This is an optimization exercise on Yosys and OpenROAD, whose aim is small area, a short achievable clock period and few clock cycles per item, not a production implementation.
RTL that was checked went through simulation tests only; none was proved equivalent to the original.

== the baseline ==
==> flow/design.v (excerpt) <==
module reciprocal_float(
    input clk, rst,
    input start,
    input [31:0] x,
    output [31:0] out,
    output done, zero_flag
);
For scale: roughly 65 flip-flops, ~69 I/O pins, about 3700 um2 of cells after synthesis.
==> module pfx_addx, before the edit <==
module pfx_addx #(parameter W = 30) (
    input [W-1:0] a, b,
    input p, cin,
    output [W-1:0] s
);
    localparam L = $clog2(W + 1);
    wire [W-1:0] bx = b ^ {W{p}};
    wire [W:0] g [0:L];
    wire [W:0] pp [0:L];
    assign g[0] = {a & bx, cin};
    assign pp[0] = {a ^ bx, 1'b0};
    genvar l, i;
    generate
        for (l = 0; l < L; l = l + 1) begin : lv
            for (i = 0; i <= W; i = i + 1) begin : b
                if ((i >> l) & 1) begin
                    assign g[l+1][i] = g[l][i] | (pp[l][i] & g[l][((i >> l) << l) - 1]);
                    assign pp[l+1][i] = pp[l][i] & pp[l][((i >> l) << l) - 1];
                end else begin
                    assign g[l+1][i] = g[l][i];
                    assign pp[l+1][i] = pp[l][i];
                end
            end
        end
    endgenerate
    assign s = pp[0][W:1] ^ g[L][W-1:0];
endmodule
==> module reciprocal_float, before the edit <==
module reciprocal_float(
    input clk, rst,
    input start,
    input [31:0] x,
    output [31:0] out,
    output done, zero_flag
);
    localparam NC = 23;          
    localparam W = 29;           
    reg busy, done_r, first_r;
    reg [4:0] cnt;
    reg [22:0] xm_r;             
    reg [W-1:0] r;
    reg s_r, zf_r, mz_r, p24_r;
    reg sg_r;                    
    wire [22:0] keep;
    genvar k;
    generate
        for (k = 0; k < 23; k = k + 1) begin : dec
            assign keep[k] = ~busy | (cnt < k);
        end
    endgenerate
    wire first = first_r;
    wire [W-1:0] xm0 = {{(W-25){1'b0}}, 1'b1, xm_r, 1'b0};
    wire p0 = ~sg_r;
    wire [W-1:1] t0;
    pfx_addx #(.W(W-1)) ad0 (.a(r[W-1:1]), .b(xm0[W-1:1]), .p(p0), .cin(p0 | first), .s(t0));
    wire [W-1:0] rn = {t0[W-2:1], r[0], p0};
    wire mz = ~(|x[22:0]);
    wire last = (cnt == NC - 1);
    wire [7:0] ex = ~x[30:23] - 8'd2 + {7'd0, mz_r};
    always @(posedge clk or posedge rst) begin
        if (rst) begin
            busy <= 1'b0;
            done_r <= 1'b0;
        end else begin
            done_r <= busy && last;
            if (!busy)
                busy <= start;
            else if (last)
                busy <= 1'b0;
        end
    end
    always @(posedge clk) begin
        first_r <= ~busy;
        cnt <= busy ? cnt + 5'd1 : 5'd0;
        if (!busy)
            r <= ~{{(W-25){1'b0}}, x[22:0], 2'b00};
        else if (first && mz_r)
            r <= {{(W-25){1'b1}}, 23'd0, 2'b11};
        else if (last)
            r <= {ex, rn[20:0]};
        else
            r <= rn;
        sg_r <= ~busy | (first && mz_r) | rn[W-1];
        xm_r <= x[22:0] & keep;
        p24_r <= ~t0[W-1];
        s_r <= x[31];
        mz_r <= mz;
        zf_r <= mz & ~(|x[30:23]);
    end
    assign done = done_r;
    assign zero_flag = zf_r;
    assign out = {s_r, r[28:21], r[20:0], p24_r, 1'b1};
endmodule
export LEC_CHECK = 0
export CAP_MARGIN = 20
export CORE_MARGIN = 2
export CORE_UTILIZATION = 40
export SLEW_MARGIN = 20
create_clock -name core_clock -period 11.0 [get_ports {clk}]
standard.sh (not shown) runs the stock make flow with config.mk's settings and CLKGATE_MAP_FILE= SYNTH_SCRIPT=/design/flow/synth_recipe.tcl, a recipe that flattens the netlist after the stock synthesis.
==> flow/flow/run.sh <==
#!/bin/bash
# The standard layout (standard.sh, unchanged synthesis), with repair_timing
# aiming below the clock period and smaller port buffers.
set -euo pipefail
bash standard.sh SETUP_SLACK_MARGIN=7.8 'BUFFER_PORTS_ARGS=-buffer_cell sky130_fd_sc_hd__buf_1' finish > standard_flow.log 2>&1
Here is what was changed in the inputs of the candidate compared with the baseline.
==> flow/design.v, changed modules only <==
module pfx_add #(parameter W = 30) (
    input [W-1:0] a, b,
    input cin,
    output [W-1:0] s
);
    localparam L = $clog2(W + 1);
    wire [W:0] g [0:L];
    wire [W:0] p [0:L];
    assign g[0] = {a & b, cin};
    assign p[0] = {a ^ b, 1'b0};
    genvar l, i;
    generate
        for (l = 0; l < L; l = l + 1) begin : lv
            for (i = 0; i <= W; i = i + 1) begin : b
                if ((i >> l) & 1) begin
                    assign g[l+1][i] = g[l][i] | (p[l][i] & g[l][((i >> l) << l) - 1]);
                    assign p[l+1][i] = p[l][i] & p[l][((i >> l) << l) - 1];
                end else begin
                    assign g[l+1][i] = g[l][i];
                    assign p[l+1][i] = p[l][i];
                end
            end
        end
    endgenerate
    assign s = p[0][W:1] ^ g[L][W-1:0];
endmodule
module reciprocal_float(
    input clk, rst,
    input start,
    input [31:0] x,
    output [31:0] out,
    output done, zero_flag
);
    localparam NC = 23;          
    localparam W = 29;           
    reg busy, done_r, first_r;
    reg [4:0] cnt;
    reg [22:0] xm_r;             
    reg [W-1:0] r;
    reg s_r, zf_r, mz_r, p24_r;
    wire [22:0] keep;
    genvar k;
    generate
        for (k = 0; k < 23; k = k + 1) begin : dec
            assign keep[k] = ~busy | (cnt < k);
        end
    endgenerate
    wire first = first_r;
    wire [W-1:0] xm0 = {{(W-25){1'b0}}, 1'b1, xm_r, 1'b0};
    wire p0 = ~r[W-1];
    wire [W-1:1] b0 = xm0[W-1:1] ^ {(W-1){p0}};
    wire [W-1:1] t0;
    pfx_add #(.W(W-1)) ad0 (.a(r[W-1:1]), .b(b0), .cin(p0 | first), .s(t0));
    wire [W-1:0] rn = {t0[W-2:1], r[0], p0};
    wire mz = ~(|x[22:0]);
    wire last = (cnt == NC - 1);
    wire [7:0] ex = ~x[30:23] - 8'd2 + {7'd0, mz_r};
    always @(posedge clk or posedge rst) begin
        if (rst) begin
            busy <= 1'b0;
            done_r <= 1'b0;
        end else begin
            done_r <= busy && last;
            if (!busy)
                busy <= start;
            else if (last)
                busy <= 1'b0;
        end
    end
    always @(posedge clk) begin
        first_r <= ~busy;
        cnt <= busy ? cnt + 5'd1 : 5'd0;
        if (!busy)
            r <= ~{{(W-25){1'b0}}, x[22:0], 2'b00};
        else if (first && mz_r)
            r <= {{(W-25){1'b1}}, 23'd0, 2'b11};
        else if (last)
            r <= {ex, rn[20:0]};
        else
            r <= rn;
        xm_r <= x[22:0] & keep;
        p24_r <= ~t0[W-1];
        s_r <= x[31];
        mz_r <= mz;
        zf_r <= mz & ~(|x[30:23]);
    end
    assign done = done_r;
    assign zero_flag = zf_r;
    assign out = {s_r, r[28:21], r[20:0], p24_r, 1'b1};
endmodule
// module pfx_addx removed
Findings:
No stage failed in the candidate, and the final checks on the layout all came back clean. Setup slack in the candidate is smaller than in the baseline. Summary of the comparison: combined area of all synthesized cells is lower in the candidate, relative to the baseline. Sort the candidate and the baseline by share of cell area taken by multi-input logic gates asc -> top: the candidate. Of the two candidates, the baseline has the worse placed wire-length estimate and the candidate the better one. Summary of the candidate over the baseline: post-placement cell count -4.1%, clock latency at the later pin of the worst-skew pair has remained practically unchanged, final area went down.
Testbench counts of the candidate, summed over its fixed seeds: cycles 40,000, items 1,600.
Only the layout flow was run in the baseline; the RTL was not checked for function there.

-- re-timing with driven ports --
In the flow no input, the clock included, has a driving cell. The finished layouts below were timed again as built, in two steps. Step 1 assumes that a clkbuf_16 drives the clock port and a buf_2 every other input. Step 2 moves the port delays by t, midway between the first and last clock arrival at a register: inputs arrive t later, outputs are due t later. That takes back most of the time a late clock gives input paths. Three values: no drivers, after step 1, after step 2; two values: the first two.
run | shift t [ns] | setup slack, ns | hold WS [ns] | worst setup path after step 2 | clock arrival spread, ns
the baseline | 0.382 | 7.839 / 7.819 / 7.437 | 0.439 / 0.439 / 0.439 | input to register | 0.009 / 0.009
the candidate | 0.365 | 7.795 / 7.807 / 7.441 | 0.454 / 0.454 / 0.454 | input to register | 0.016 / 0.015
After both steps setup and hold are still met in every run listed. The setup slack of the baseline, which loses most, moves by -0.020 ns with the drivers and by -0.402 ns with both steps.
